From an optimization exercise on the open Yosys and OpenROAD flow, aimed at small area and a short achievable clock period; shortcuts taken in it are not production practice. Function was checked by simulation only, so behaviour that the tests miss may differ from the original. Power is estimated from default activity; no workload was simulated.

==> flow/design.v <==
module main(
   input start,
   input clk,
   input rst,
   input [7:0] pixel_in1,
   input [7:0] pixel_in2,
   input [7:0] pixel_in3,
   input [7:0] pixel_in4,
   input [7:0] filter,
   input [7:0] size,
   output reg ValidResult,
   output reg [18:0] Pixel_address,
   output reg [7:0] pixel_out1,
   output reg [7:0] pixel_out2,
   output reg [7:0] pixel_out3,
   output reg [7:0] pixel_out4
);
  function [8:0] add8;
    input [7:0] a, b;
    integer i;
    reg c;
    begin
      c = 1'b0;
      for (i = 0; i < 8; i = i + 1) begin
        add8[i] = a[i] ^ b[i] ^ c;
        c = (a[i] & b[i]) | (a[i] & c) | (b[i] & c);
      end
      add8[8] = c;
    end
  endfunction
  function [9:0] add9;
    input [8:0] a, b;
    integer i;
    reg c;
    begin
      c = 1'b0;
      for (i = 0; i < 9; i = i + 1) begin
        add9[i] = a[i] ^ b[i] ^ c;
        c = (a[i] & b[i]) | (a[i] & c) | (b[i] & c);
      end
      add9[9] = c;
    end
  endfunction
  function [8:0] sub8;
    input [7:0] a, b;
    integer i;
    reg c;
    reg [8:0] x, y;
    begin
      x = {1'b0, a}; y = ~{1'b0, b}; c = 1'b1;
      for (i = 0; i < 9; i = i + 1) begin
        sub8[i] = x[i] ^ y[i] ^ c;
        c = (x[i] & y[i]) | (x[i] & c) | (y[i] & c);
      end
    end
  endfunction
  function [10:0] add11;
    input [10:0] a, b;
    input ci;
    integer i;
    reg c;
    begin
      c = ci;
      for (i = 0; i < 11; i = i + 1) begin
        add11[i] = a[i] ^ b[i] ^ c;
        c = (a[i] & b[i]) | (a[i] & c) | (b[i] & c);
      end
    end
  endfunction
  function gtc8;
    input [7:0] a, b;
    input ci;
    integer i;
    reg c;
    begin
      c = ci;
      for (i = 0; i < 8; i = i + 1)
        c = (a[i] & ~b[i]) | (a[i] & c) | (~b[i] & c);
      gtc8 = c;
    end
  endfunction
  function [7:0] med3;
    input [7:0] a, b, c;
    reg x, y, z;
    begin
      x = gtc8(a, b, 1'b0); y = gtc8(b, c, 1'b0); z = gtc8(a, c, 1'b0);
      med3 = (x == y) ? b : ((x == z) ? c : a);
    end
  endfunction
  reg [71:0] pr;           
  reg [7:0]  l4a1, l4a2;   
  reg [7:0]  a12_2, a23_2, a34_2, a12_3, a23_3, a34_3;  
  wire [7:0] B0 = pr[7:0],   B1 = pr[15:8],  B2 = pr[23:16];
  wire [7:0] B3 = pr[31:24], B4 = pr[39:32], B5 = pr[47:40];
  wire [7:0] B6 = pr[55:48], B7 = pr[63:56], B8 = pr[71:64];
  wire [8:0] s03 = add8(B0, B3), s36 = add8(B3, B6), s01 = add8(B0, B1);
  wire [8:0] s67 = add8(B6, B7), s12 = add8(B1, B2), s78 = add8(B7, B8);
  wire [8:0] s28 = add8(B2, B8), s34 = add8(B3, B4), s45 = add8(B4, B5);
  wire [8:0] s25 = add8(B2, B5), s4l = add8(l4a1, l4a2);
  wire [9:0] q0134 = add9(s01, s34), q1245 = add9(s12, s45), q25l = add9(s25, s4l);
  wire [7:0] a12_1 = q0134[9:2], a23_1 = q1245[9:2], a34_1 = q25l[9:2];
  always @(posedge clk) begin
    if (rst) begin
      pr <= 0; l4a1 <= 0; l4a2 <= 0;
      a12_2 <= 0; a23_2 <= 0; a34_2 <= 0;
      a12_3 <= 0; a23_3 <= 0; a34_3 <= 0;
    end else begin
      pr <= {pr[47:0], pixel_in3, pixel_in2, pixel_in1};
      l4a1 <= pixel_in4; l4a2 <= l4a1;
      a12_2 <= a12_1; a23_2 <= a23_1; a34_2 <= a34_1;
      a12_3 <= a12_2; a23_3 <= a23_2; a34_3 <= a34_2;
    end
  end
  reg [7:0] p1, p2, p3, p4, p5, p6, p7, p8, p9, p10, p11, p12, p13, p15, p16;
  wire [7:0] p14 = p13;    
  always @(posedge clk) begin
    if (rst) begin
      p1 <= 0; p2 <= 0; p3 <= 0; p4 <= 0; p5 <= 0; p6 <= 0; p7 <= 0; p8 <= 0;
      p9 <= 0; p10 <= 0; p11 <= 0; p12 <= 0; p13 <= 0; p15 <= 0; p16 <= 0;
    end else if (size[7:2] == 6'd0) begin
      case (size[1:0])
        2'd0: begin
          p1 <= B0;  p2 <= B3;  p3 <= B6;  p4 <= 0;
          p5 <= B1;  p6 <= B4;  p7 <= B7;  p8 <= 0;
          p9 <= B2;  p10 <= B2; p11 <= B8; p12 <= 0;
          p13 <= 0;  p15 <= 0;  p16 <= 0;
        end
        2'd2: begin
          p1 <= a12_1; p2 <= a12_2;  p3 <= a12_3;  p4 <= 0;
          p5 <= a23_1; p6 <= a23_2;  p7 <= a23_3;  p8 <= 0;
          p9 <= a34_1; p10 <= a34_2; p11 <= a34_3; p12 <= 0;
          p13 <= 0;    p15 <= 0;     p16 <= 0;
        end
        default: begin
          p1 <= B0;        p2 <= s03[8:1];  p3 <= s36[8:1];  p4 <= B6;
          p5 <= s01[8:1];  p6 <= a12_1;     p7 <= a12_2;     p8 <= s67[8:1];
          p9 <= s12[8:1];  p10 <= a23_1;    p11 <= a23_2;    p12 <= s78[8:1];
          p13 <= B2;       p15 <= s28[8:1]; p16 <= B8;
        end
      endcase
    end
  end
  function [21:0] rotab;    
    input [8:0] d, e, f, g;
    reg [10:0] de, dg;
    begin
      de = add11({{2{d[8]}}, d}, {{2{e[8]}}, e}, 1'b0);
      dg = add11({{2{d[8]}}, d}, {{2{g[8]}}, g}, 1'b0);
      rotab[10:0]  = add11(de, {{2{f[8]}}, f}, 1'b0);
      rotab[21:11] = add11(dg, ~{{2{e[8]}}, e}, 1'b1);
    end
  endfunction
  function ge64;
    input [11:0] v;
    reg [11:0] u;
    begin
      u = v ^ {12{v[11]}};     
      ge64 = (u[10:6] != 0) || (v[11] && u[5:0] == 6'h3f);
    end
  endfunction
  function ge128;
    input [11:0] v;
    reg [11:0] u;
    begin
      u = v ^ {12{v[11]}};
      ge128 = (u[10:7] != 0) || (v[11] && u[6:0] == 7'h7f);
    end
  endfunction
  function [11:0] add12;
    input [11:0] a, b;
    input ci;
    integer i;
    reg c;
    begin
      c = ci;
      for (i = 0; i < 12; i = i + 1) begin
        add12[i] = a[i] ^ b[i] ^ c;
        c = (a[i] & b[i]) | (a[i] & c) | (b[i] & c);
      end
    end
  endfunction
  wire [21:0] ab1 = rotab(sub8(p10, p2), sub8(p7, p5),   sub8(p11, p1), sub8(p9, p3));
  wire [21:0] ab2 = rotab(sub8(p11, p3), sub8(p8, p6),   sub8(p12, p2), sub8(p10, p4));
  wire [21:0] ab3 = rotab(sub8(p14, p6), sub8(p11, p9),  sub8(p15, p5), sub8(p13, p7));
  wire [21:0] ab4 = rotab(sub8(p15, p7), sub8(p12, p10), sub8(p16, p6), sub8(p14, p8));
  wire [11:0] A1 = {ab1[10], ab1[10:0]}, B1g = {ab1[21], ab1[21:11]};
  wire [11:0] A2 = {ab2[10], ab2[10:0]}, B2g = {ab2[21], ab2[21:11]};
  wire [11:0] A3 = {ab3[10], ab3[10:0]}, B3g = {ab3[21], ab3[21:11]};
  wire [11:0] A4 = {ab4[10], ab4[10:0]}, B4g = {ab4[21], ab4[21:11]};
  wire [8:0]  w3 = sub8(p13, p3), z4 = sub8(p10, p9);
  wire [11:0] w3e = {{3{w3[8]}}, w3}, z4e = {{3{z4[8]}}, z4};
  wire sobv1 = ge64(A1) || ge64(B1g);
  wire sobv2 = ge64(A2) || ge64(B2g);
  wire sobv3 = ge128(add12(w3e, ~{B3g[10:0], 1'b0}, 1'b1)) || ge128(add12(w3e, ~{A3[10:0], 1'b0}, 1'b1));
  wire sobv4 = ge64(add12(A4, z4e, 1'b0)) || ge64(add12(B4g, ~z4e, 1'b1));
  reg sob1, sob2, sob3, sob4;
  reg [1:0] cnt;   
  wire init = (cnt == 2'd3);
  always @(posedge clk) begin
    if (start) begin
      sob1 <= sobv1; sob2 <= sobv2; sob3 <= sobv3; sob4 <= sobv4;
    end
  end
  always @(posedge clk) begin
    if (rst) cnt <= 0;
    else if (start && !init) cnt <= cnt + 1'b1;
  end
  wire [7:0] cA = med3(p1, p5, p9),  cB = med3(p2, p6, p10);
  wire [7:0] cC = med3(p3, p7, p11), cD = med3(p4, p8, p12);
  wire [7:0] cE = med3(p5, p9, p13), cF = med3(p6, p10, p14);
  wire [7:0] cG = med3(p7, p11, p15), cH = med3(p8, p12, p16);
  wire [7:0] md1 = med3(cA, cB, cC), md2 = med3(cB, cC, cD);
  wire [7:0] md3 = med3(cE, cF, cG), md4 = med3(cF, cG, cH);
  reg [7:0] x1_1, x1_2, x1_3, x1_4, x2_1, x2_2, x2_3, x2_4, x3_1, x3_2, x3_3, x3_4;
  function [8:0] satab;
    input [11:0] v;
    satab = {ge128(v), v[7:0]};
  endfunction
  reg [17:0] r1, r2, r3, r4;    
  reg [8:0] y2_1, y2_2, y2_3, y2_4, y3_1, y3_2, y3_3, y3_4;
  reg [1:0] k2_1, k2_2, k2_3, k2_4, k3_1, k3_2, k3_3, k3_4, k4_1, k4_2, k4_3, k4_4;
  reg cn1, cn2, cn3, cn4;
  reg z0, z1, z2;
  function [8:0] halfmag;
    input [17:0] r;
    reg sa, sb;
    reg [6:0] a, b;
    reg gt, lt;
    begin
      sa = r[7]; sb = r[16];
      a = r[6:0] ^ {7{sa}};     
      b = r[15:9] ^ {7{sb}};
      gt = gtc8({1'b0, a}, {1'b0, b}, 1'b0);
      lt = gtc8({1'b0, b}, {1'b0, a}, 1'b0);
      if (r[8] || r[17])
        halfmag = {8'd128, 1'b0};
      else if (gt)
        halfmag = {1'b0, a, sa};
      else if (lt)
        halfmag = {1'b0, b, sb};
      else
        halfmag = {1'b0, a, sa | sb};
    end
  endfunction
  function [1:0] dirbin;
    input [17:0] r;
    begin
      dirbin = 2'd0;
      if (!r[8] && !r[17] && r[7:0] == r[16:9] && !r[7])
        case (r[6:0])
          1,2,3,4,5,6,8,9,10,11,12,13,14,15,16,17,18,20,22,23,24,26,27,29,32,33,36,40,41,46,48,54,60: dirbin = 2'd1;
          30,34: dirbin = 2'd2;
          default: dirbin = 2'd0;
        endcase
    end
  endfunction
  function edgebit;
    input [1:0] d;
    input [8:0] m;    
    input [7:0] c1, c3, c4, c6, c7, c9;
    reg [7:0] a, b;
    begin
      case (d)
        2'd1: begin a = c3; b = c7; end
        2'd2: begin a = c1; b = c9; end
        default: begin a = c4; b = c6; end
      endcase
      edgebit = gtc8(m[8:1], {1'b0, a[7:1]}, m[0]) && gtc8(m[8:1], {1'b0, b[7:1]}, m[0]);
    end
  endfunction
  always @(posedge clk) begin
    if (rst) z0 <= 1'b1;
    else z0 <= 1'b0;
  end
  always @(posedge clk) begin
    z1 <= z0; z2 <= z1;
    x1_1 <= md1; x1_2 <= md2; x1_3 <= md3; x1_4 <= md4;
    x2_1 <= x1_1; x2_2 <= x1_2; x2_3 <= x1_3; x2_4 <= x1_4;
    x3_1 <= x2_1; x3_2 <= x2_2; x3_3 <= x2_3; x3_4 <= x2_4;
    r1 <= {satab(B1g), satab(A1)}; r2 <= {satab(B2g), satab(A2)};
    r3 <= {satab(B3g), satab(A3)}; r4 <= {satab(B4g), satab(A4)};
    y2_1 <= halfmag(r1); y2_2 <= halfmag(r2); y2_3 <= halfmag(r3); y2_4 <= halfmag(r4);
    y3_1 <= y2_1; y3_2 <= y2_2; y3_3 <= y2_3; y3_4 <= y2_4;
    k2_1 <= dirbin(r1); k2_2 <= dirbin(r2); k2_3 <= dirbin(r3); k2_4 <= dirbin(r4);
    if (z1) begin
      k3_1 <= 0; k3_2 <= 0; k3_3 <= 0; k3_4 <= 0;
    end else begin
      k3_1 <= k2_1; k3_2 <= k2_2; k3_3 <= k2_3; k3_4 <= k2_4;
    end
    k4_1 <= k3_1; k4_2 <= k3_2; k4_3 <= k3_3; k4_4 <= k3_4;
    cn1 <= !z2 && edgebit(k4_1, y3_1, p1, p3, p5, p7, p9, p11);
    cn2 <= !z2 && edgebit(k4_2, y3_2, p2, p4, p6, p8, p10, p12);
    cn3 <= !z2 && edgebit(k4_3, y3_3, p5, p7, p9, p11, p13, p15);
    cn4 <= !z2 && edgebit(k4_4, y3_4, p6, p8, p10, p12, p14, p16);
  end
  wire run = init && filter[7:2] == 6'd0 && !(filter[1] && filter[0]);
  wire e1 = filter[1] ? cn1 : sob1, e2 = filter[1] ? cn2 : sob2;
  wire e3 = filter[1] ? cn3 : sob3, e4 = filter[1] ? cn4 : sob4;
  always @(posedge clk) begin
    if (rst) begin
      pixel_out1 <= 0; pixel_out2 <= 0; pixel_out3 <= 0; pixel_out4 <= 0;
      Pixel_address <= 0;
      ValidResult <= 1'b0;
    end else if (run) begin
      pixel_out1 <= filter[0] ? x3_1 : {8{e1}};
      pixel_out2 <= filter[0] ? x3_2 : {8{e2}};
      pixel_out3 <= filter[0] ? x3_3 : {8{e3}};
      pixel_out4 <= filter[0] ? x3_4 : {8{e4}};
      Pixel_address <= Pixel_address + 1'b1;
      ValidResult <= 1'b1;
    end
  end
endmodule
==> flow/run.sh <==
#!/bin/bash
# synth_recipe.tcl (not shown) runs the flow's synth.tcl, then flattens the netlist and writes it again
# the make line also repeats each setting of config.mk as NAME=value (left out here)
make -C /OpenROAD-flow-scripts/flow DESIGN_CONFIG=/design/flow/config.mk WORK_HOME=/design/flow/orfs CLKGATE_MAP_FILE= SYNTH_SCRIPT=/design/flow/synth_recipe.tcl finish
==> flow/config.mk <==
export PLATFORM = sky130hd
export DESIGN_NAME = main
export DESIGN_NICKNAME = main
export VERILOG_FILES = /design/flow/design.v
export SDC_FILE = /design/flow/constraint.sdc
export NUM_CORES = 4
export LEC_CHECK = 0
export CAP_MARGIN = 20
export CORE_MARGIN = 2
export CORE_UTILIZATION = 40
export SLEW_MARGIN = 20
==> flow/constraint.sdc <==
create_clock -name core_clock -period 52.0 [get_ports {clk}]
set_input_delay 10.4000 -clock core_clock [delete_from_list [all_inputs] [get_ports {clk}]]
set_output_delay 10.4000 -clock core_clock [all_outputs]
set_load 0.01 [all_outputs]
==> results of run 1 <==
-- final timing paths --
| check | from | end | slack (ps) | depth (start not counted) |
|---|---|---|---|---|
| worst max-delay path | rst | p16[0] | 39320 | 5 |
| worst min-delay path | y2_1[2] | y3_1[2] | 300 | 0 |
| worst max register to register | p13[0] | sob4 | 43800 | 24 |
| worst min register to register | y2_1[2] | y3_1[2] | 300 | 0 |
-- through the flow --
step | instances | hold slack [ps] | utilization (%) | cell area [sq um]
floorplan | 4328 | 309.6 | - | 39110
global placement | 5579 | 310.1 | 42.93 | 41580
detailed placement | 5580 | 312.1 | 42.94 | 41590
CTS | 5698 | 303.4 | 45.37 | 43940
global route | 5699 | 312.7 | 45.38 | 43950
finish | 5699 | 296.7 | 45.38 | 43950
-- flip-flops by register name, summed over array words and instances, names as in the netlist, 9 cells and up --
| signal | cells |
|---|---|
| Pixel_address | 19 |
| pr | 72 |
| r3 | 18 |
| r2 | 18 |
| y2_1 | 9 |
| r4 | 18 |
| r1 | 18 |
| y3_2 | 9 |
| y3_1 | 9 |
| y2_3 | 9 |
| y3_4 | 9 |
| y2_4 | 9 |
| y3_3 | 9 |
| y2_2 | 9 |
-- report_power, final --
group | internal (mW) | total (mW) | leakage, nW | switching, mW
combinational | 0.171 | 0.398 | 10.9 | 0.227
clock | 0.301 | 0.496 | 1.14 | 0.195
sequential | 0.507 | 0.547 | 4.77 | 0.0403
-- logic make-up after synthesis --
group                    synth area share, %
AND/OR/NAND/NOR                        13.66
AO/OA/AOI/OAI                          16.31
buffers and inverters                  7.617
adder cells (fa/ha/maj)                26.71
flip-flops                             30.04
XOR/XNOR                               3.429
multiplexers                           2.226
-- layout make-up --
cell class,instances,share of cell area (%)
clock inverter,26,1.011
sequential,585,26.74
multi-input combinational,2959,55.52
timing repair buffer,195,3.914
inverter,566,4.834
tap,1276,3.632
clock buffer,92,4.350
-- worst max-delay path, cell delays in order --
cell and delay [ps]:
buf_8 430, buf_4 800, buf_4 850, nor3b_1 320, a22o_1 310
-- metal layers --
metal	track usage [%]	vias up	share of wire (%)
met2	41.05	1388	43
met3	5.126	388	8.6
li1	-	14590	-
met4	12.38	4	5.4
met5	0	-	0.018
met1	37.34	15730	43
-- cell usage after synthesis, types with 74 or more instances --
cell type	number	area (sq um)
dfxtp_1	581	11630
inv_1	553	2076
fa_1	415	8308
nor2_1	379	1423
nand2_1	352	1321
a21oi_1	257	1286
o21ai_0	188	940.9
clkbuf_1	170	638.1
nor2b_1	136	850.8
a211oi_1	116	870.8
ha_1	90	1126
maj3_1	90	900.9
a22oi_1	75	563.0
xor2_1	74	648.1
==> metrics.cfg, run 1 <==
[outcome]
outcome = no timing/DRC/antenna violations

[timing]
min_period_ps = 12680
hold_violations = 0
layout_setup_ws_ps = 39320
period_share_pct = 24.38
tightest_slew_ps = 1200
drv_slew = 0
fmax_mhz = 78.88
max_slew_margin_pct = 19.98
setup_viol = 0
fin_worst_skew_ps = 41.89
fin_setup_tns_ps = 0
rsz0062_at_grt = false

[cts]
cts_hold_buf = 0
cts_resized = 0
clock-sinks = 585
numCtsBuffers = 66
clock_latency_ps = 650
cts_tree = built
path_clk_slew_ps = 60
post_cts_buffers = 0
cts_buffer_depth = 3
h-tree-depth = 3
root_buffer = clkbuf_16

[placed_design]
gp_congestion = 1.039
hpwlAfterDp_um = 104800
io_buffer_count = 102
place_ws_ps = 38610

[critical_path]
cp.arrival_ps = 13200
critPathRequiredTime_ps = 52520
critical_path_class = input port to flop
crit_fanout = 96
start_kind = input port
crit_path_end_kind = flop

[power]
p_leak_nw = 16.79
pwr_density_cell_nw_per_um2 = 32.78
vdd_drop_max_mv = 0.02314
power_mw = 1.441

[floorplan]
die_h_um = 316.7
core_area_sq_um = 96850
dieArea_sq_um = 100300
ios = 103
die_w_um = 316.7
rows = 114
initial_core_util_pct = 40.38

[drt]
ant_nets = 0
via_per_inst = 5.632
drtIter0Drc = 3568
wl_per_cell_um = 23.78
first_pass_iters = 8
drcViolationCount = 0
routed_wl_um = 135500
via_count = 32090

[layout]
finalNetCount = 4929
multi_input_area_sq_um = 24400
n_antenna_cell = 0
drive_gt1_share_pct = 6.150
final_common_cell = dfxtp_1
fill_cells = 9396
syn2layout_area_growth_pct = 12.38
mostFrequentLayoutCells = dfxtp_1 (581), inv_1 (553), fa_1 (415), nor2_1 (378), nand2_1 (352)
seq_area_sq_um = 11750

[flow_run]
drv_cap = 0

[yosys]
synth_edf_count = 4
ys_ff_latch = 585
synth_area_sq_um = 39110
yosys_warnings = 1
synthArstFlopShare_pct = 0
syn-mean-instance-area_sq_um = 9.037
synth_fp_nets = 4884
synth_cell_types = 98
ys_seq_area_share_pct = 30.04
synth_cells = 4328
synth_ff_type = dfxtp_1

[hold_path]
hold_path.class = flop to flop

[grt]
grt_use_total_pct = 27.02
grt_pass1_vias = 30890
antenna_found_initial = 6
grt_max_degree = 97
grt_pass1_wl_um = 200900
overflow = 0

==> inputs of run 2 (changes only) <==
--- a/flow/design.v
+++ b/flow/design.v
@@ -92,5 +92,10 @@
   reg [7:0]  a12_2, a23_2, a34_2, a12_3, a23_3, a34_3;  
-  wire [7:0] B0 = pr[7:0],   B1 = pr[15:8],  B2 = pr[23:16];
-  wire [7:0] B3 = pr[31:24], B4 = pr[39:32], B5 = pr[47:40];
-  wire [7:0] B6 = pr[55:48], B7 = pr[63:56], B8 = pr[71:64];
+  reg [1:0]  fc;
+  wire v1 = fc != 2'd0, v2 = fc[1], v3 = fc == 2'd3;
+  wire [7:0] B0 = pr[7:0] & {8{v1}},   B1 = pr[15:8] & {8{v1}},  B2 = pr[23:16] & {8{v1}};
+  wire [7:0] B3 = pr[31:24] & {8{v2}}, B4 = pr[39:32] & {8{v2}}, B5 = pr[47:40] & {8{v2}};
+  wire [7:0] B6 = pr[55:48] & {8{v3}}, B7 = pr[63:56] & {8{v3}}, B8 = pr[71:64] & {8{v3}};
+  wire [7:0] L4a1 = l4a1 & {8{v1}}, L4a2 = l4a2 & {8{v2}};
+  wire [7:0] A12_2 = a12_2 & {8{v1}}, A23_2 = a23_2 & {8{v1}}, A34_2 = a34_2 & {8{v1}};
+  wire [7:0] A12_3 = a12_3 & {8{v2}}, A23_3 = a23_3 & {8{v2}}, A34_3 = a34_3 & {8{v2}};
   wire [8:0] s03 = add8(B0, B3), s36 = add8(B3, B6), s01 = add8(B0, B1);
@@ -98,3 +103,3 @@
   wire [8:0] s28 = add8(B2, B8), s34 = add8(B3, B4), s45 = add8(B4, B5);
-  wire [8:0] s25 = add8(B2, B5), s4l = add8(l4a1, l4a2);
+  wire [8:0] s25 = add8(B2, B5), s4l = add8(L4a1, L4a2);
   wire [9:0] q0134 = add9(s01, s34), q1245 = add9(s12, s45), q25l = add9(s25, s4l);
@@ -102,12 +107,10 @@
   always @(posedge clk) begin
-    if (rst) begin
-      pr <= 0; l4a1 <= 0; l4a2 <= 0;
-      a12_2 <= 0; a23_2 <= 0; a34_2 <= 0;
-      a12_3 <= 0; a23_3 <= 0; a34_3 <= 0;
-    end else begin
-      pr <= {pr[47:0], pixel_in3, pixel_in2, pixel_in1};
-      l4a1 <= pixel_in4; l4a2 <= l4a1;
-      a12_2 <= a12_1; a23_2 <= a23_1; a34_2 <= a34_1;
-      a12_3 <= a12_2; a23_3 <= a23_2; a34_3 <= a34_2;
-    end
+    if (rst) fc <= 2'd0;
+    else if (!v3) fc <= fc + 1'b1;
+  end
+  always @(posedge clk) begin
+    pr <= {pr[47:0], pixel_in3, pixel_in2, pixel_in1};
+    l4a1 <= pixel_in4; l4a2 <= l4a1;
+    a12_2 <= a12_1; a23_2 <= a23_1; a34_2 <= a34_1;
+    a12_3 <= A12_2; a23_3 <= A23_2; a34_3 <= A34_2;
   end
@@ -128,5 +131,5 @@
         2'd2: begin
-          p1 <= a12_1; p2 <= a12_2;  p3 <= a12_3;  p4 <= 0;
-          p5 <= a23_1; p6 <= a23_2;  p7 <= a23_3;  p8 <= 0;
-          p9 <= a34_1; p10 <= a34_2; p11 <= a34_3; p12 <= 0;
+          p1 <= a12_1; p2 <= A12_2;  p3 <= A12_3;  p4 <= 0;
+          p5 <= a23_1; p6 <= A23_2;  p7 <= A23_3;  p8 <= 0;
+          p9 <= a34_1; p10 <= A34_2; p11 <= A34_3; p12 <= 0;
           p13 <= 0;    p15 <= 0;     p16 <= 0;
@@ -135,4 +138,4 @@
           p1 <= B0;        p2 <= s03[8:1];  p3 <= s36[8:1];  p4 <= B6;
-          p5 <= s01[8:1];  p6 <= a12_1;     p7 <= a12_2;     p8 <= s67[8:1];
-          p9 <= s12[8:1];  p10 <= a23_1;    p11 <= a23_2;    p12 <= s78[8:1];
+          p5 <= s01[8:1];  p6 <= a12_1;     p7 <= A12_2;     p8 <= s67[8:1];
+          p9 <= s12[8:1];  p10 <= a23_1;    p11 <= A23_2;    p12 <= s78[8:1];
           p13 <= B2;       p15 <= s28[8:1]; p16 <= B8;
==> run 2 against run 1 <==
Critical endpoint is now Pixel_address[17]. Still clean on timing, DRC and antenna. Via count shrank 2.0%. Power increased by 17%. Utilization decreased by 0.52 points. Combinational power increased by about 60%. Largest power group is now combinational logic. Setup slack improved by 290 ps.
==> metrics.cfg, run 2 <==
[timing]
min_period_ps = 12390  ; -286.6 ps
fmax_mhz = 80.71  ; +2.3%
tightest_slew_ps = 1060  ; -140.3 ps
max_slew_margin_pct = 28.59  ; +8.6 points
drv_slew = 0  ; unchanged
layout_setup_ws_ps = 39610  ; +286.6 ps
fin_worst_skew_ps = 37.97  ; -3.917 ps
fin_setup_tns_ps = 0  ; unchanged
holdWs_ps = 306.1  ; +9.379 ps
rsz0062_at_grt = false
setup_viol = 0  ; unchanged
hold_violations = 0  ; unchanged
period_share_pct = 23.83  ; -0.55 points

[grt]
overflow = 0  ; unchanged
antenna_found_initial = 4  ; -2
grt_pass1_vias = 30340  ; -1.8%
grt_use_total_pct = 26.08  ; -0.94 points
grt_max_degree = 105  ; +8.2%
grt_pass1_wl_um = 193700  ; -3.6%

[critical_path]
critPathRequiredTime_ps = 52580  ; +60 ps
r2r_cells = 21  ; -13%
cp.arrival_ps = 12970  ; -230 ps
crit_start = filter[1]
start_kind = input port
critical_path_class = input port to flop
r2r_setup_slack_ps = 43920  ; +120 ps
crit_fanout = 42  ; -56%
r2r_start = p6[1]
r2r_end = sob3
crit_path_end_kind = flop
cp-endpoint = Pixel_address[17]

[yosys]
synth_top_area_share_pct = 30.16  ; +0.42 points
yosys.area.top_type = dfxtp_1
yosys_warnings = 1  ; unchanged
ys_seq_area_share_pct = 30.47  ; +0.43 points
ys_ff_latch = 587  ; +0.34%
syn-mean-instance-area_sq_um = 9.174  ; +1.5%
synth_cells = 4218  ; -2.5%
synth_edf_count = 4  ; unchanged
synth.most_common_cell = dfxtp_1
synth_area_sq_um = 38700  ; -1.1%
synthArstFlopShare_pct = 0  ; unchanged
synth_cell_types = 98  ; unchanged
synth_fp_nets = 4777  ; -2.2%
synth_ff_type = dfxtp_1
netlist_top_cells_count = dfxtp_1 (583), inv_1 (493), fa_1 (416)
yosys-top-cells-area = dfxtp_1 (30%), fa_1 (22%), inv_1 (4.8%)

[floorplan]
dieArea_sq_um = 99240  ; -1.1%
rows = 114  ; unchanged
ios = 103  ; unchanged
die_h_um = 315.0  ; -0.53%
initial_core_util_pct = 40.19  ; -0.19 points
die_w_um = 315.0  ; -0.53%
core_area_sq_um = 96280  ; -0.59%

[cts]
path_clk_slew_ps = 60  ; about the same
clock-sinks = 587  ; +0.34%
numCtsBuffers = 59  ; -11%
cts_hold_buf = 0  ; unchanged
cts_tree = built
cts_buffer_depth = 3  ; unchanged
root_buffer = clkbuf_16
h-tree-depth = 2  ; -1
clock_latency_ps = 670  ; +20 ps
post_cts_buffers = 0  ; unchanged
cts_resized = 0  ; unchanged

[layout]
mostFrequentLayoutCells = dfxtp_1 (583), inv_1 (493), fa_1 (416), nand2_1 (397), nor2_1 (328)
seq_area_sq_um = 11790  ; +0.34%
largest_reg_flops = 72  ; unchanged
fill_cells = 9348  ; -0.51%
n_antenna_cell = 0  ; unchanged
syn2layout_area_growth_pct = 11.63
reg.largest.list = pr (72), Pixel_address (19)
finalNetCount = 4802  ; -2.6%
instances_no_fill = 5567  ; -2.3%
multi_input_area_sq_um = 24150  ; -1.1%
largest-register = pr
final_common_cell = dfxtp_1
drive_gt1_share_pct = 6.502  ; +0.35 points
fin_area_sq_um = 43200  ; -1.7%

[placed_design]
placed_cell_area_sq_um = 41100  ; -1.2%
dpl.cell_count = 5458  ; -2.2%
place_ws_ps = 38970  ; +358.2 ps
hpwlAfterDp_um = 99620  ; -4.9%
io_buffer_count = 102  ; unchanged
gp_congestion = 1.048  ; +0.89%

[drt]
first_pass_iters = 7  ; -1
drtIter0Drc = 3604  ; +1.0%
drcViolationCount = 0  ; unchanged
ant_nets = 0  ; unchanged
via_per_inst = 5.652  ; +0.37%
via_count = 31470  ; -2.0%
routed_wl_um = 130900  ; -3.4%
wl_per_cell_um = 23.50  ; -1.2%

[power]
vdd_drop_max_mv = 0.03001  ; +30%
pwr_density_cell_nw_per_um2 = 38.89  ; +19%
p_leak_nw = 16.55  ; -1.4%

[hold_path]
hold_depth = 0  ; unchanged
hold_path.class = flop to flop

[flow_run]
drv_cap = 0  ; unchanged

[outcome]
outcome = no timing/DRC/antenna violations

==> run 2: cell count changes in the layout (fill, tap and decap cells not counted), moves of 21 or more <==
cell and change:
o21ai_0 -82, inv_1 -60, nor2_1 -50, nor2b_1 -49
nand2_1 +45, a21oi_1 +26, a222oi_1 -25, nand2b_1 +24
and2_1 +21
==> run 2: metal layers <==
| layer | GRT usage [%] | vias to the layer above | part of all wire (%) |
|---|---|---|---|
| met5 | 0.2418 | - | 0.046 |
| met4 | 13.53 | 6 | 5.9 |
| met3 | 5.552 | 414 | 9.4 |
| met2 | 39.67 | 1497 | 43 |
| met1 | 34.88 | 15310 | 41 |
| li1 | - | 14240 | - |
==> run 2: how the worst min path moves through the flow <==
stage	end	start	slack [ps]
4_1_cts	x2_4[6]	x1_4[6]	310
6_report	x2_4[6]	x1_4[6]	310
2_1_floorplan	k4_1[0]	k3_1[0]	310
3_3_place_gp	y3_1[3]	y2_1[3]	310
3_5_place_dp	y3_4[6]	y2_4[6]	310
5_1_grt	y3_1[6]	y2_1[6]	320
==> run 2: cell type report <==
class                           instances  share of cell area, %
Sequential cell                       587                  27.30
Inverter                              511                  4.441
Multi-Input combinational cell       2897                  55.90
Tap cell                             1276                  3.696
Timing Repair Buffer                  187                  3.826
Clock buffer                           73                  3.797
Clock inverter                         36                  1.043
==> run 2: cells by family after synthesis <==
logic type,after synthesis,synth area share (%)
XOR/XNOR,155,3.625
AND/OR/NAND/NOR,1148,13.77
AO/OA/AOI/OAI,922,16.03
buffers and inverters,734,7.233
multiplexers,60,1.630
adder cells (fa/ha/maj),612,27.24
flip-flops,587,30.47
==> run 2: critical path, cell delays in order <==
cell and delay [ps]:
clkdlybuf4s50_1 640, nand2_1 140, nand2_1 70, nor4_2 150, buf_4 450, nand4_1 470
or3_1 490, a21oi_1 140
==> run 2: through the flow <==
step,power [mW],utilization [%]
6_report,1.680,44.86
5_1_grt,1.793,44.86
4_1_cts,1.688,44.86
3_5_place_dp,1.231,42.68
3_3_place_gp,1.223,42.68
2_1_floorplan,1.062,-
==> run 2: report_power, final <==
group          total [mW]  internal, mW  switching [mW]
Combinational       0.637         0.264           0.373
Clock               0.452         0.261           0.191
Sequential          0.591         0.535          0.0560
Total                1.68          1.06           0.620
==> inputs of run 3 (changes only) <==
--- a/flow/config.mk
+++ b/flow/config.mk
@@ -7,5 +7,7 @@
 export LEC_CHECK = 0
+export ABC_AREA = 1
 export CAP_MARGIN = 20
 export CORE_MARGIN = 2
-export CORE_UTILIZATION = 40
+export CORE_UTILIZATION = 55
+export CTS_BUF_LIST = sky130_fd_sc_hd__clkbuf_8
 export SLEW_MARGIN = 20
==> run 3 against run 2 <==
Register-to-register slack worse by 500 ps. Maximum frequency down 6.4%. Highest routed layer unchanged. Clock skew up 11 ps. Combinational power up 4.2%. Setup slack worse by 850 ps. Final cell count up 5.0%. Count of clock-buffer cells in the layout up 54. Sequential cell count unchanged. Largest power group unchanged. Via count up 7.1%.
==> metrics.cfg, run 3 <==
[outcome]
outcome = no timing/DRC/antenna violations

[cts]
root_buffer = clkbuf_8
numCtsBuffers = 97  ; +64%
clock-sinks = 587  ; unchanged
cts_tree = built
cts_hold_buf = 0  ; unchanged
cts_buffer_depth = 3  ; unchanged
path_clk_slew_ps = 60  ; about the same
h-tree-depth = 3  ; +1
post_cts_buffers = 0  ; unchanged
clock_latency_ps = 750  ; +80 ps
cts_resized = 0  ; unchanged

[floorplan]
initial_core_util_pct = 55.45  ; +15 points
die_w_um = 269.2  ; -15%
die_h_um = 269.2  ; -15%
dieArea_sq_um = 72490  ; -27%
core_area_sq_um = 69790  ; -28%
ios = 103  ; unchanged
rows = 97  ; -15%

[yosys]
yosys-top-cells-area = dfxtp_1 (30%), fa_1 (22%), nand2_1 (9.4%)
synth_area_sq_um = 38690  ; about the same
synth_ff_type = dfxtp_1
synth_cells = 4726  ; +12%
yosys.area.top_type = dfxtp_1
synthArstFlopShare_pct = 0  ; unchanged
netlist_top_cells_count = nand2_1 (966), inv_1 (830), dfxtp_1 (583)
synth_edf_count = 4  ; unchanged
yosys_warnings = 1  ; unchanged
synth_fp_nets = 5285  ; +11%
synth_cell_types = 68  ; -31%
synth.most_common_cell = nand2_1
ys_ff_latch = 587  ; unchanged
synth_top_area_share_pct = 30.16  ; about the same
syn-mean-instance-area_sq_um = 8.187  ; -11%
ys_seq_area_share_pct = 30.47  ; about the same

[grt]
grt_max_degree = 119  ; +13%
grt_pass1_vias = 31610  ; +4.2%
grt_use_total_pct = 37.29  ; +11 points
antenna_found_initial = 4  ; unchanged
grt_pass1_wl_um = 201500  ; +4.1%
overflow = 0  ; unchanged

[timing]
period_share_pct = 25.46  ; +1.6 points
rsz0062_at_grt = false
setup_viol = 0  ; unchanged
fmax_mhz = 75.54  ; -6.4%
drv_slew = 0  ; unchanged
holdWs_ps = 308.3  ; +2.165 ps
max_slew_margin_pct = 25.57  ; -3.0 points
tightest_slew_ps = 1116  ; +56.53 ps
min_period_ps = 13240  ; +846.7 ps
fin_worst_skew_ps = 48.52  ; +10.55 ps
fin_setup_tns_ps = 0  ; unchanged
hold_violations = 0  ; unchanged

[critical_path]
r2r_setup_slack_ps = 43420  ; -500 ps
r2r_end = sob3
crit_path_end_kind = flop
crit_fanout = 68  ; +62%
critPathRequiredTime_ps = 52600  ; +20 ps
r2r_cells = 20  ; -4.8%
critical_path_class = input port to flop
cp.arrival_ps = 13830  ; +860 ps
start_kind = input port
r2r_start = p6[1]

[hold_path]
min_to = y3_1[4]
hold_path.class = flop to flop
hp-start = y2_1[4]
hold_depth = 0  ; unchanged

[layout]
finalNetCount = 5382  ; +12%
reg.largest.list = pr (72), Pixel_address (19)
mostFrequentLayoutCells = nand2_1 (966), inv_1 (845), dfxtp_1 (582), fa_1 (416), o21ai_0 (260)
largest-register = pr
final_common_cell = nand2_1
drive_gt1_share_pct = 7.484  ; +0.98 points
largest_reg_flops = 72  ; unchanged
instances_no_fill = 5848  ; +5.0%
syn2layout_area_growth_pct = 10.86
fill_cells = 6415  ; -31%

[power]
pwr_density_cell_nw_per_um2 = 39.55  ; +1.7%
p_leak_nw = 18.49  ; +12%
vdd_drop_max_mv = 0.04901  ; +63%

[drt]
first_pass_iters = 11  ; +4
drcViolationCount = 0  ; unchanged
routed_wl_um = 136300  ; +4.2%
via_count = 33700  ; +7.1%
via_per_inst = 5.762  ; +1.9%
drtIter0Drc = 3573  ; -0.86%
wl_per_cell_um = 23.31  ; -0.83%
ant_nets = 0  ; unchanged

[flow_run]
drv_cap = 0  ; unchanged

[placed_design]
io_buffer_count = 102  ; unchanged
dpl.cell_count = 5664  ; +3.8%
hpwlAfterDp_um = 103100  ; +3.5%
gp_congestion = 1.084  ; +3.5%

## run 3: area by class of cell
class	instances	area, sq um	area share (%)
Multi-Input combinational cell	3095	22920	53.42
Sequential cell	587	11790	27.49
Inverter	883	3319	7.739
Clock buffer	127	1748	4.075
Timing Repair Buffer	159	1443	3.363
Tap cell	940	1176	2.742
Clock inverter	53	489.2	1.141
Antenna cell	4	10.01	0.02334
## run 3: worst max path at each step
stage          startpoint                 to  slack [ps]  cells past startpoint
2_1_floorplan   filter[0]  Pixel_address[18]       39210                     16
3_3_place_gp    filter[0]  Pixel_address[18]       38030                     18
3_5_place_dp    filter[0]  Pixel_address[18]       37970                     18
4_1_cts         filter[0]  Pixel_address[18]       38780                     18
5_1_grt         filter[0]  Pixel_address[17]       38250                     18
6_report        filter[0]  Pixel_address[18]       38760                     18
## run 3: per-stage QoR
stage               power (mW)  util, %  instance area [sq um]  setup slack [ps]
finish                   1.696    61.46                  42890             38760
global route             1.819    61.46                  42890             38250
CTS                      1.698    61.45                  42880             38780
detailed placement       1.239    58.24                  40640             37970
global placement         1.227    58.23                  40640             38030
floorplan                1.074        -                  38690             39210
## run 3: logic make-up (layout without fill, tap and decap cells)
logic type / Yosys count / in the layout / synth area share (%)
flip-flops: 587 / 587 / 30.47
other: 0 / 4 / 0
adder cells (fa/ha/maj): 542 / 542 / 25.39
AND/OR/NAND/NOR: 1546 / 1546 / 16.63
AO/OA/AOI/OAI: 912 / 912 / 14.95
buffers and inverters: 1044 / 1222 / 10.40
multiplexers: 1 / 1 / 0.02587
XOR/XNOR: 94 / 94 / 2.128
## run 3: worst max-delay path: stages
cell and delay, ps:
clkdlybuf4s50_1 390, buf_4 250, a211o_1 360, nor4_4 120, buf_4 500, inv_1 220
nor3_2 170, nand2_1 120, nor3_1 140, nand3_1 130, nor2_1 100, nand3_1 100
nor3_1 150, nand3_1 110, nor2_1 150, inv_1 80, nor4b_1 240, nor3_1 70
## run 3: layer usage
| layer | vias to the layer above | share of wire, % | track usage [%] | wire length [um] |
|---|---|---|---|---|
| met1 | 15980 | 38 | 47.27 | 52170 |
| met5 | - | 0.13 | 0 | 176 |
| met2 | 1772 | 44 | 57.75 | 60030 |
| met3 | 501 | 11 | 10.15 | 14700 |
| li1 | 15440 | - | - | - |
| met4 | 8 | 6.8 | 20.83 | 9240 |
## run 3: power by group
group	switching [mW]	internal, mW
combinational	0.419	0.245
clock	0.201	0.257
sequential	0.0499	0.524
total	0.670	1.03
==> inputs of run 4 (changes only) <==
--- a/flow/config.mk
+++ b/flow/config.mk
@@ -7,7 +7,7 @@
 export LEC_CHECK = 0
-export ABC_AREA = 1
 export CAP_MARGIN = 20
 export CORE_MARGIN = 2
-export CORE_UTILIZATION = 55
-export CTS_BUF_LIST = sky130_fd_sc_hd__clkbuf_8
-export SLEW_MARGIN = 20
+export CORE_UTILIZATION = 40
+export CTS_CLUSTER_DIAMETER = 60
+export CTS_CLUSTER_SIZE = 24
+export SLEW_MARGIN = 50
==> run 4 against run 3 <==
Count of clock-buffer cells in the layout shrank 75. Setup slack better by 890 ps. Largest cell class unchanged. Largest power group unchanged. Utilization shrank 17 points. Cell area increased by 0.19%. Critical path depth fell by 10. Power shrank 4.8%. Die area is 37% higher. Critical path type unchanged. Sequential power is 3% higher.
==> metrics.cfg, run 4 <==
[power]
vdd_drop_max_mv = 0.02608  ; -47%
pwr_density_cell_nw_per_um2 = 37.57  ; -5.0%
p_leak_nw = 16.38  ; -11%

[yosys]
synth_fp_nets = 4777  ; -9.6%
synth_ff_type = dfxtp_1
synth_cell_types = 98  ; +44%
synth_edf_count = 4  ; unchanged
netlist_top_cells_count = dfxtp_1 (583), inv_1 (493), fa_1 (416)
synthArstFlopShare_pct = 0  ; unchanged
synth_area_sq_um = 38700  ; about the same
yosys.area.top_type = dfxtp_1
yosys_warnings = 1  ; unchanged
synth_cells = 4218  ; -11%
yosys-top-cells-area = dfxtp_1 (30%), fa_1 (22%), inv_1 (4.8%)
synth.most_common_cell = dfxtp_1
syn-mean-instance-area_sq_um = 9.174  ; +12%
ys_seq_area_share_pct = 30.47  ; about the same
ys_ff_latch = 587  ; unchanged
synth_top_area_share_pct = 30.16  ; about the same

[floorplan]
initial_core_util_pct = 40.19  ; -15 points
die_h_um = 315.0  ; +17%
rows = 114  ; +18%
ios = 103  ; unchanged
core_area_sq_um = 96280  ; +38%
dieArea_sq_um = 99240  ; +37%
die_w_um = 315.0  ; +17%

[placed_design]
io_buffer_count = 102  ; unchanged
gp_congestion = 1.048  ; -3.3%
hpwlAfterDp_um = 99580  ; -3.4%
placed_cell_area_sq_um = 41210  ; +1.4%

[cts]
post_cts_buffers = 0  ; unchanged
cts_hold_buf = 0  ; unchanged
cts_resized = 0  ; unchanged
clock-sinks = 587  ; unchanged
cts_buffer_depth = 3  ; unchanged
clock_latency_ps = 640  ; -110 ps
numCtsBuffers = 45  ; -54%
root_buffer = clkbuf_16
path_clk_slew_ps = 90  ; +30 ps
cts_tree = built
h-tree-depth = 2  ; -1

[timing]
max_slew_margin_pct = 44.57  ; +19 points
fin_worst_skew_ps = 45.08  ; -3.440 ps
fmax_mhz = 81.00  ; +7.2%
drv_slew = 0  ; unchanged
tightest_slew_ps = 830.3  ; -286.2 ps
holdWs_ps = 318.1  ; +9.766 ps
hold_violations = 0  ; unchanged
period_share_pct = 23.74  ; -1.7 points
min_period_ps = 12350  ; -891.4 ps
setup_viol = 0  ; unchanged
fin_setup_tns_ps = 0  ; unchanged
rsz0062_at_grt = false

[flow_run]
drv_cap = 0  ; unchanged

[layout]
multi_input_area_sq_um = 24260  ; +5.9%
finalNetCount = 4791  ; -11%
drive_gt1_share_pct = 6.795  ; -0.69 points
syn2layout_area_growth_pct = 11.06
largest_reg_flops = 72  ; unchanged
seq_area_sq_um = 11800  ; about the same
reg.largest.list = pr (72), Pixel_address (19)
largest-register = pr
n_antenna_cell = 0  ; -4
final_common_cell = dfxtp_1
mostFrequentLayoutCells = dfxtp_1 (575), inv_1 (492), fa_1 (416), nand2_1 (397), nor2_1 (326)
fin_area_sq_um = 42980  ; +0.19%
fill_cells = 9381  ; +46%

[grt]
grt_max_degree = 105  ; -12%
overflow = 0  ; unchanged
antenna_found_initial = 5  ; +1
grt_pass1_wl_um = 192300  ; -4.6%
grt_pass1_vias = 29970  ; -5.2%
grt_use_total_pct = 25.88  ; -11 points

[critical_path]
cp_cell_sequence = clkdlybuf4s50_1 > nand2_1 > nand2_1 > nor4_2 > buf_4 > nand4_1 > or3_1 > a21oi_1
start_kind = input port
crit_fanout = 42  ; -38%
critPathRequiredTime_ps = 52570  ; -30 ps
critPathTopFamily = simple AND/OR/NAND/NOR gates
crit_path_end_kind = flop
critical_path_class = input port to flop
cp.arrival_ps = 12920  ; -910 ps
crit_top_cell = nand2_1
max_stage_delay_ps = 640  ; +140 ps
crit_buf_inv = 2  ; -3
cpMaxStageDelayCell = clkdlybuf4s50_1

[drt]
routed_wl_um = 129900  ; -4.7%
via_count = 31220  ; -7.4%
drtIter0Drc = 3383  ; -5.3%
wl_per_cell_um = 23.42  ; +0.49%
via_per_inst = 5.631  ; -2.3%
drcViolationCount = 0  ; unchanged
ant_nets = 0  ; unchanged
first_pass_iters = 6  ; -5

[outcome]
outcome = no timing/DRC/antenna violations

[hold_path]
hold_path.class = flop to flop

[run 4: final cells by class]
cell class	count	share of cell area (%)
clock buffer	52	2.751
clock inverter	31	1.153
inverter	511	4.463
multi-input combinational	2897	56.45
sequential	587	27.46
tap	1276	3.715
timing repair buffer	190	4.003
[run 4: per-layer routing]
layer	vias to the layer above	routed length [um]	share of wire, %	track usage, %
met4	4	7806	6.0	13.20
met3	426	11820	9.1	5.295
met2	1438	56140	43	39.40
met5	-	32	0.025	0
met1	15120	54060	42	34.82
li1	14230	-	-	-
[run 4: logic make-up after synthesis]
group,after synthesis,share of synthesized area (%)
AO/OA/AOI/OAI,922,16.03
XOR/XNOR,155,3.625
adder cells (fa/ha/maj),612,27.24
multiplexers,60,1.630
AND/OR/NAND/NOR,1148,13.77
flip-flops,587,30.47
buffers and inverters,734,7.233
[run 4: power breakdown]
part | leakage, nW | switching (mW) | internal (mW) | total (mW)
combinational | 10.8 | 0.375 | 0.266 | 0.641
sequential | 4.81 | 0.0560 | 0.534 | 0.590
clock | 0.806 | 0.191 | 0.193 | 0.384
total | 16.4 | 0.622 | 0.993 | 1.61
[run 4: path summary, 6_finish.rpt]
| check | cells after the start | from | end | slack, ps |
|---|---|---|---|---|
| hold reg to reg | 0 | x1_2[1] | x2_2[1] | 320 |
| setup / recovery | 8 | filter[1] | Pixel_address[17] | 39650 |
| setup reg to reg | 22 | p13[0] | sob3 | 44040 |
| hold / removal | 0 | x1_2[1] | x2_2[1] | 320 |
[run 4: stage by stage]
step	utilization (%)	cells	setup WS (ps)	total power, mW
6_report	44.64	5544	39650	1.615
3_3_place_gp	42.68	5458	39010	1.223
2_1_floorplan	-	4218	39780	1.062
5_1_grt	44.64	5544	39370	1.724
3_5_place_dp	42.81	5459	38990	1.234
4_1_cts	44.55	5542	39650	1.622
[run 4: worst register-to-register path, stage by stage (launching register included)]
cell     delay, ps
dfxtp_1        370
inv_1          390
ha_1           240
inv_1           50
fa_1           370
fa_1           610
inv_1          150
fa_1           450
fa_1           380
fa_1           390
fa_1           400
fa_1           470
fa_1           440
fa_1           530
inv_1          100
fa_1           440
fa_1           390
fa_1           390
xnor2_1        150
xnor2_1        240
o21ai_0        140
nor4_1         280
o22ai_2        280
==> inputs of run 5 (changes only) <==
--- a/flow/design.v
+++ b/flow/design.v
@@ -221,5 +221,6 @@
   endfunction
-  reg [17:0] r1, r2, r3, r4;    
-  reg [8:0] y2_1, y2_2, y2_3, y2_4, y3_1, y3_2, y3_3, y3_4;
-  reg [1:0] k2_1, k2_2, k2_3, k2_4, k3_1, k3_2, k3_3, k3_4, k4_1, k4_2, k4_3, k4_4;
+  wire [17:0] r1 = {satab(B1g), satab(A1)}, r2 = {satab(B2g), satab(A2)};
+  wire [17:0] r3 = {satab(B3g), satab(A3)}, r4 = {satab(B4g), satab(A4)};
+  reg [8:0] y1_1, y1_2, y1_3, y1_4, y2_1, y2_2, y2_3, y2_4, y3_1, y3_2, y3_3, y3_4;
+  reg [1:0] k1_1, k1_2, k1_3, k1_4, k2_1, k2_2, k2_3, k2_4, k3_1, k3_2, k3_3, k3_4, k4_1, k4_2, k4_3, k4_4;
   reg cn1, cn2, cn3, cn4;
@@ -282,12 +283,12 @@
     x3_1 <= x2_1; x3_2 <= x2_2; x3_3 <= x2_3; x3_4 <= x2_4;
-    r1 <= {satab(B1g), satab(A1)}; r2 <= {satab(B2g), satab(A2)};
-    r3 <= {satab(B3g), satab(A3)}; r4 <= {satab(B4g), satab(A4)};
-    y2_1 <= halfmag(r1); y2_2 <= halfmag(r2); y2_3 <= halfmag(r3); y2_4 <= halfmag(r4);
+    y1_1 <= halfmag(r1); y1_2 <= halfmag(r2); y1_3 <= halfmag(r3); y1_4 <= halfmag(r4);
+    y2_1 <= y1_1; y2_2 <= y1_2; y2_3 <= y1_3; y2_4 <= y1_4;
     y3_1 <= y2_1; y3_2 <= y2_2; y3_3 <= y2_3; y3_4 <= y2_4;
-    k2_1 <= dirbin(r1); k2_2 <= dirbin(r2); k2_3 <= dirbin(r3); k2_4 <= dirbin(r4);
-    if (z1) begin
-      k3_1 <= 0; k3_2 <= 0; k3_3 <= 0; k3_4 <= 0;
+    k1_1 <= dirbin(r1); k1_2 <= dirbin(r2); k1_3 <= dirbin(r3); k1_4 <= dirbin(r4);
+    if (z0) begin
+      k2_1 <= 0; k2_2 <= 0; k2_3 <= 0; k2_4 <= 0;
     end else begin
-      k3_1 <= k2_1; k3_2 <= k2_2; k3_3 <= k2_3; k3_4 <= k2_4;
+      k2_1 <= k1_1; k2_2 <= k1_2; k2_3 <= k1_3; k2_4 <= k1_4;
     end
+    k3_1 <= k2_1; k3_2 <= k2_2; k3_3 <= k2_3; k3_4 <= k2_4;
     k4_1 <= k3_1; k4_2 <= k3_2; k4_3 <= k3_3; k4_4 <= k3_4;
--- a/flow/config.mk
+++ b/flow/config.mk
@@ -12,2 +12,2 @@
 export CTS_CLUSTER_SIZE = 24
-export SLEW_MARGIN = 50
+export SLEW_MARGIN = 20
==> run 5 against run 4 <==
Die area decreased by 1.0%. Global-route usage up 0.40 points. Setup slack worse by 270 ps. Power down 3.5%. First-iteration DRC count is 0.30% lower. Maximum frequency fell by 2.1%. Synthesized cell count down 0.14%. Sequential share of layout area fell by 0.94 points. Final cell count is 0.81% lower. Clock power rose by 2%. Clock skew grew 2.4 ps. Sequential cell count fell by 28. Critical endpoint is now p7[3]. Highest routed layer is now met4.
==> metrics.cfg, run 5 <==
[outcome]
outcome = no timing/DRC/antenna violations

[drt]
via_per_inst = 5.656  ; +0.45%
ant_nets = 0  ; unchanged
routed_wl_um = 130600  ; +0.56%
wl_per_cell_um = 23.75  ; +1.4%
drtIter0Drc = 3373  ; -0.30%
first_pass_iters = 7  ; +1
drcViolationCount = 0  ; unchanged
via_count = 31100  ; -0.37%

[yosys]
netlist_top_cells_count = dfxtp_1 (555), inv_1 (478), fa_1 (415)
synth_fp_nets = 4770  ; -0.15%
synth_ff_type = dfxtp_1
ys_seq_area_share_pct = 29.33  ; -1.1 points
synth_area_sq_um = 38300  ; -1.0%
yosys_warnings = 1  ; unchanged
yosys-top-cells-area = dfxtp_1 (29%), fa_1 (22%), inv_1 (4.7%)
synth_xor_area_share_pct = 3.489  ; -0.14 points
synthArstFlopShare_pct = 0  ; unchanged
synth-simple-area-share_pct = 13.74  ; -0.036 points
synth.mux.area_fraction_pct = 3.091  ; +1.5 points
synth_top_area_share_pct = 29.01  ; -1.1 points
synth_compound_area_share_pct = 15.86  ; -0.17 points
synth_cells = 4212  ; -0.14%
synthAdderAreaFrac_pct = 27.36  ; +0.13 points
ys_ff_latch = 559  ; -4.8%
synth.most_common_cell = dfxtp_1
synth_cell_types = 88  ; -10%
synth_top_family_by_area = adder cells
yosys.area.top_type = dfxtp_1
synth_edf_count = 4  ; unchanged
syn-mean-instance-area_sq_um = 9.092  ; -0.89%

[critical_path]
r2r_cells = 24  ; +9.1%
crit_path_end_kind = flop
r2r_start = p10[0]
cpMaxStageDelayCell = nor2b_1
critical_path_class = input port to flop
max_stage_delay_ps = 860  ; +220 ps
crit_fanout = 71  ; +69%
critPathTopFamily = simple AND/OR/NAND/NOR gates
crit_start = size[1]
crit_buf_inv = 2  ; unchanged
cp_cell_sequence = buf_2 > buf_4 > nor2b_1 > and2_1 > nand2_1 > a311oi_1
cp.depth = 6  ; -2
start_kind = input port
critPathRequiredTime_ps = 52530  ; -40 ps
cp.arrival_ps = 13150  ; +230 ps

[cts]
h-tree-depth = 2  ; unchanged
cts_buffer_depth = 3  ; unchanged
cts_tree = built
clock_latency_ps = 650  ; about the same
numCtsBuffers = 45  ; unchanged
post_cts_buffers = 0  ; unchanged
cts_hold_buf = 0  ; unchanged
clock-sinks = 559  ; -4.8%
root_buffer = clkbuf_16
path_clk_slew_ps = 90  ; about the same
cts_resized = 0  ; unchanged

[grt]
grt_pass1_wl_um = 194300  ; +1.0%
grt_max_degree = 101  ; -3.8%
antenna_found_initial = 1  ; -4
grt_pass1_vias = 29810  ; -0.52%
grt_use_total_pct = 26.28  ; +0.40 points
overflow = 0  ; unchanged

[floorplan]
initial_core_util_pct = 40.31  ; +0.12 points
dieArea_sq_um = 98230  ; -1.0%
ios = 103  ; unchanged
die_h_um = 313.4  ; -0.51%
core_area_sq_um = 95010  ; -1.3%
rows = 113  ; -0.88%
die_w_um = 313.4  ; -0.51%

[timing]
drv_slew = 0  ; unchanged
rsz0062_at_grt = false
period_share_pct = 24.26  ; +0.52 points
fmax_mhz = 79.26  ; -2.1%
max_slew_margin_pct = 21.82  ; -23 points
tightest_slew_ps = 1140  ; +309.8 ps
hold_violations = 0  ; unchanged
min_period_ps = 12620  ; +270.4 ps
layout_setup_ws_ps = 39380  ; -270.4 ps
fin_setup_tns_ps = 0  ; unchanged
setup_viol = 0  ; unchanged
fin_worst_skew_ps = 47.48  ; +2.398 ps

[layout]
instances_no_fill = 5499  ; -0.81%
fill_cells = 9258  ; -1.3%
mostFrequentLayoutCells = dfxtp_1 (555), inv_1 (478), fa_1 (415), nand2_1 (381), nor2_1 (320)
largest-register = pr
syn2layout_area_growth_pct = 10.59
largest_reg_flops = 72  ; unchanged
finalNetCount = 4754  ; -0.77%
final_common_cell = dfxtp_1
seq_area_sq_um = 11230  ; -4.8%
drive_gt1_share_pct = 4.867  ; -1.9 points
reg.largest.list = pr (72), Pixel_address (19)
multi_input_area_sq_um = 24360  ; +0.42%

[placed_design]
hpwlAfterDp_um = 100000  ; +0.47%
gp_congestion = 1.055  ; +0.73%
place_ws_ps = 38820  ; -170.1 ps
io_buffer_count = 102  ; unchanged
dpl.cell_count = 5414  ; -0.82%

[hold_path]
hold_path.class = flop to flop
hp-start = x1_2[7]
hold_depth = 0  ; unchanged

[power]
vdd_drop_max_mv = 0.02503  ; -4.0%
pwr_density_cell_nw_per_um2 = 36.81  ; -2.0%
p_leak_nw = 15.52  ; -5.3%

[flow_run]
drv_cap = 0  ; unchanged

==> run 5: worst paths after layout <==
kind / slack (ps) / to
setup / recovery: 39380 / p7[3]
hold / removal: 310 / x2_2[7]
setup reg to reg: 42900 / k1_1[1]
hold reg to reg: 310 / x2_2[7]
==> run 5: power breakdown <==
group / switching, mW / internal, mW
Sequential: 0.0251 / 0.499
Clock: 0.196 / 0.197
Combinational: 0.387 / 0.256
==> run 5: logic make-up after synthesis <==
group,after synthesis
xor+xnor,150
flops,559
simple gates,1126
fa+ha+maj,608
mux,117
compound gates,927
buf+inv,725
==> run 5: cell type report <==
| class | count | share of cell area (%) |
|---|---|---|
| inverters | 484 | 4.290 |
| diodes | 1 | 0.005909 |
| repair buffers | 178 | 3.743 |
| flip-flops and latches | 559 | 26.52 |
| clock inverters | 33 | 1.368 |
| multi-input cells | 2928 | 57.53 |
| well taps | 1265 | 3.737 |
| clock buffers | 51 | 2.807 |
==> run 5: worst reg2reg max path, cell delays in order (launching register included) <==
cell and delay (ps):
dfxtp_1 490, inv_1 370, ha_1 220, inv_1 50
fa_1 370, fa_1 520, inv_1 90, fa_1 400
fa_1 460, fa_1 460, fa_1 460, fa_1 480
fa_1 480, inv_1 90, fa_1 440, fa_1 420
fa_1 380, xor2_1 160, xnor2_1 310, or4b_2 610
o21ai_0 80, o21ai_0 130, or3_1 580, or4_1 630
nor4b_1 300
==> run 5: per-stage QoR <==
stage	hold slack [ps]	utilization [%]	power, mW	area, sq um
6_report	314.0	44.57	1.559	42350
5_1_grt	316.7	44.57	1.661	42350
4_1_cts	317.2	44.57	1.562	42340
3_5_place_dp	312.1	42.71	1.168	40580
3_3_place_gp	309.7	42.71	1.159	40580
2_1_floorplan	309.6	-	1.000	38300
==> run 5: metal layers <==
layer	vias to the layer above	GRT usage (%)	wire length (um)
met5	-	0	0
met4	0	12.15	7261
met3	393	6.129	12670
met2	1489	40.20	56350
met1	15070	35.30	54310
li1	14160	-	-
==> inputs of run 6 (changes only) <==
--- a/flow/config.mk
+++ b/flow/config.mk
@@ -12,2 +12,2 @@
 export CTS_CLUSTER_SIZE = 24
-export SLEW_MARGIN = 20
+export SLEW_MARGIN = 50
==> run 6 against run 5 <==
Power down 0.67%. Critical endpoint is now Pixel_address[18]. Utilization grew 0.17 points. Area after synthesis stayed put. Critical path type unchanged.
==> metrics.cfg, run 6 <==
[outcome]
outcome = no timing/DRC/antenna violations

[layout]
final_core_util_pct = 44.75  ; +0.17 points
syn2layout_area_growth_pct = 11.02
largest_reg_flops = 72  ; unchanged
largest-register = pr
fill_cells = 9271  ; +0.14%
mostFrequentLayoutCells = dfxtp_1 (547), inv_1 (477), fa_1 (410), nand2_1 (381), nor2_1 (320)
multi_input_area_sq_um = 24590  ; +0.92%
finalNetCount = 4755  ; +0.021%
reg.largest.list = pr (72), Pixel_address (19)
seq_area_sq_um = 11240  ; about the same
n_antenna_cell = 0  ; -1
instances_no_fill = 5498  ; -0.018%
drive_gt1_share_pct = 6.000  ; +1.1 points
final_common_cell = dfxtp_1

[floorplan]
die_w_um = 313.4  ; unchanged
core_area_sq_um = 95010  ; unchanged
initial_core_util_pct = 40.31  ; unchanged
rows = 113  ; unchanged
dieArea_sq_um = 98230  ; unchanged
die_h_um = 313.4  ; unchanged
ios = 103  ; unchanged

[critical_path]
cpMaxStageDelayCell = buf_4
cp.arrival_ps = 12720  ; -430 ps
start_kind = input port
crit_fanout = 42  ; -41%
crit_buf_inv = 3  ; +1
critPathTopFamily = buffers and inverters
cp_cell_sequence = clkdlybuf4s50_1 > buf_4 > nand2_1 > nand2_1 > nor4_2 > buf_4 > and3_1 > and2_1 > nand3_1 > xor2_1 > nor2_1
max_stage_delay_ps = 450  ; -410 ps
critical_path_class = input port to flop
critPathRequiredTime_ps = 52500  ; -30 ps
crit_path_end_kind = flop

[yosys]
synth_ff_type = dfxtp_1
synth_cell_types = 88  ; unchanged
synthArstFlopShare_pct = 0  ; unchanged
ys_ff_latch = 559  ; unchanged
synth_edf_count = 4  ; unchanged
yosys_warnings = 1  ; unchanged
syn-mean-instance-area_sq_um = 9.092  ; unchanged
yosys-top-cells-area = dfxtp_1 (29%), fa_1 (22%), inv_1 (4.7%)
synth_area_sq_um = 38300  ; unchanged
synth_cells = 4212  ; unchanged
synth_fp_nets = 4770  ; unchanged
synth_top_area_share_pct = 29.01  ; unchanged
netlist_top_cells_count = dfxtp_1 (555), inv_1 (478), fa_1 (415)
synth.most_common_cell = dfxtp_1
ys_seq_area_share_pct = 29.33  ; unchanged
yosys.area.top_type = dfxtp_1

[timing]
hold_violations = 0  ; unchanged
period_share_pct = 23.50  ; -0.76 points
fmax_mhz = 81.84  ; +3.3%
layout_setup_ws_ps = 39780  ; +397.7 ps
rsz0062_at_grt = false
fin_worst_skew_ps = 63.76  ; +16.28 ps
max_slew_margin_pct = 46.44  ; +25 points
tightest_slew_ps = 803.4  ; -336.7 ps
min_period_ps = 12220  ; -397.7 ps
fin_setup_tns_ps = 0  ; unchanged
drv_slew = 0  ; unchanged
setup_viol = 0  ; unchanged

[cts]
cts_buffer_depth = 3  ; unchanged
numCtsBuffers = 44  ; -2.2%
cts_tree = built
path_clk_slew_ps = 80  ; about the same
post_cts_buffers = 0  ; unchanged
h-tree-depth = 2  ; unchanged
clock-sinks = 559  ; unchanged
cts_resized = 0  ; unchanged
cts_hold_buf = 0  ; unchanged
clock_latency_ps = 660  ; about the same
root_buffer = clkbuf_16

[drt]
drtIter0Drc = 3161  ; -6.3%
drcViolationCount = 0  ; unchanged
via_per_inst = 5.650  ; -0.11%
wl_per_cell_um = 23.58  ; -0.72%
ant_nets = 0  ; unchanged
via_count = 31060  ; -0.13%
routed_wl_um = 129600  ; -0.73%
first_pass_iters = 7  ; unchanged

[power]
pwr_density_cell_nw_per_um2 = 36.42  ; -1.1%
vdd_drop_max_mv = 0.02684  ; +7.2%
p_leak_nw = 15.56  ; +0.28%

[grt]
overflow = 0  ; unchanged
antenna_found_initial = 1  ; unchanged
grt_pass1_wl_um = 192800  ; -0.76%
grt_pass1_vias = 29790  ; -0.074%
grt_max_degree = 101  ; unchanged
grt_use_total_pct = 26.13  ; -0.15 points

[flow_run]
drv_cap = 0  ; unchanged

[placed_design]
dpl.cell_count = 5415  ; +0.018%
place_ws_ps = 39110  ; +297.2 ps
gp_congestion = 1.055  ; unchanged
io_buffer_count = 102  ; unchanged
hpwlAfterDp_um = 100000  ; about the same

[hold_path]
hold_path.class = flop to flop

==> run 6: cell counts after synthesis <==
No cell type changed its count.
==> run 6: power breakdown <==
part	total (mW)	internal (mW)	switching, mW
combinational	0.647	0.259	0.388
sequential	0.523	0.499	0.0246
clock	0.378	0.184	0.194
==> run 6: area by class of cell <==
cell class / instances / area share, %
Multi-Input combinational cell: 2928 / 57.83
Clock inverter: 34 / 1.263
Clock buffer: 48 / 2.649
Tap cell: 1265 / 3.723
Timing Repair Buffer: 180 / 3.820
Sequential cell: 559 / 26.44
Inverter: 484 / 4.273
==> run 6: worst paths after layout <==
path | slack [ps] | end | cells past startpoint | startpoint
worst max-delay path | 39780 | Pixel_address[18] | 11 | filter[0]
worst min-delay path | 290 | k3_1[0] | 0 | k2_1[0]
worst max register to register | 43000 | k1_1[1] | 24 | p10[0]
worst min register to register | 290 | k3_1[0] | 0 | k2_1[0]
==> run 6: per-stage QoR <==
step / power [mW] / area (sq um) / hold WS, ps
finish: 1.549 / 42520 / 286.2
detailed placement: 1.173 / 40740 / 312.1
floorplan: 1.000 / 38300 / 309.6
global placement: 1.159 / 40580 / 309.7
global route: 1.653 / 42520 / 297.2
CTS: 1.552 / 42400 / 285.9
==> run 6: routing by layer <==
metal / vias up / share of wire (%) / global-route usage (%)
met5: - / 0 / 0
met4: 0 / 5.6 / 12.78
met3: 338 / 9.9 / 5.970
met2: 1500 / 43 / 39.93
met1: 15050 / 41 / 34.93
li1: 14180 / - / -
==> run 6: logic make-up (layout without fill, tap and decap cells) <==
| kind of cell | count (synthesis) | count (layout) | share of synthesized area [%] |
|---|---|---|---|
| xor+xnor | 150 | 150 | 3.489 |
| buf+inv | 725 | 746 | 7.132 |
| flops | 559 | 559 | 29.33 |
| simple gates | 1126 | 1126 | 13.74 |
| mux | 117 | 117 | 3.091 |
| fa+ha+maj | 608 | 608 | 27.36 |
| compound gates | 927 | 927 | 15.86 |

## re-timing with driven ports
In the flow no input, the clock included, has a driving cell. The finished layouts below were timed again as built, in two steps. Step 1 (the two cells are an assumption about what drives the block):
set clk [get_ports {clk}]
set_driving_cell -lib_cell sky130_fd_sc_hd__clkbuf_16 $clk
set_driving_cell -lib_cell sky130_fd_sc_hd__buf_2 [delete_from_list [all_inputs] $clk]
Step 2 also shifts input and output timing later by t, the mid clock arrival at the registers, as if the neighbouring blocks saw the same clock. Three values: no drivers, after step 1, after step 2; two values: the first two.
run	t, ns	setup slack, ns	worst slew at a driven data input, ns
run 1	0.696	39.323 / 39.341 / 38.645	0.07
run 2	0.712	39.609 / 39.655 / 38.943	0.05
run 3	0.786	38.762 / 38.802 / 38.016	0.05
run 4	0.683	39.654 / 39.702 / 39.019	0.05
run 5	0.703	39.384 / 39.434 / 38.731	0.05
run 6	0.696	39.781 / 39.827 / 39.131	0.05
After both steps setup and hold are still met in every run listed. The setup slack of run 3, which loses most, moves by +0.040 ns with the drivers and by -0.746 ns with both steps.
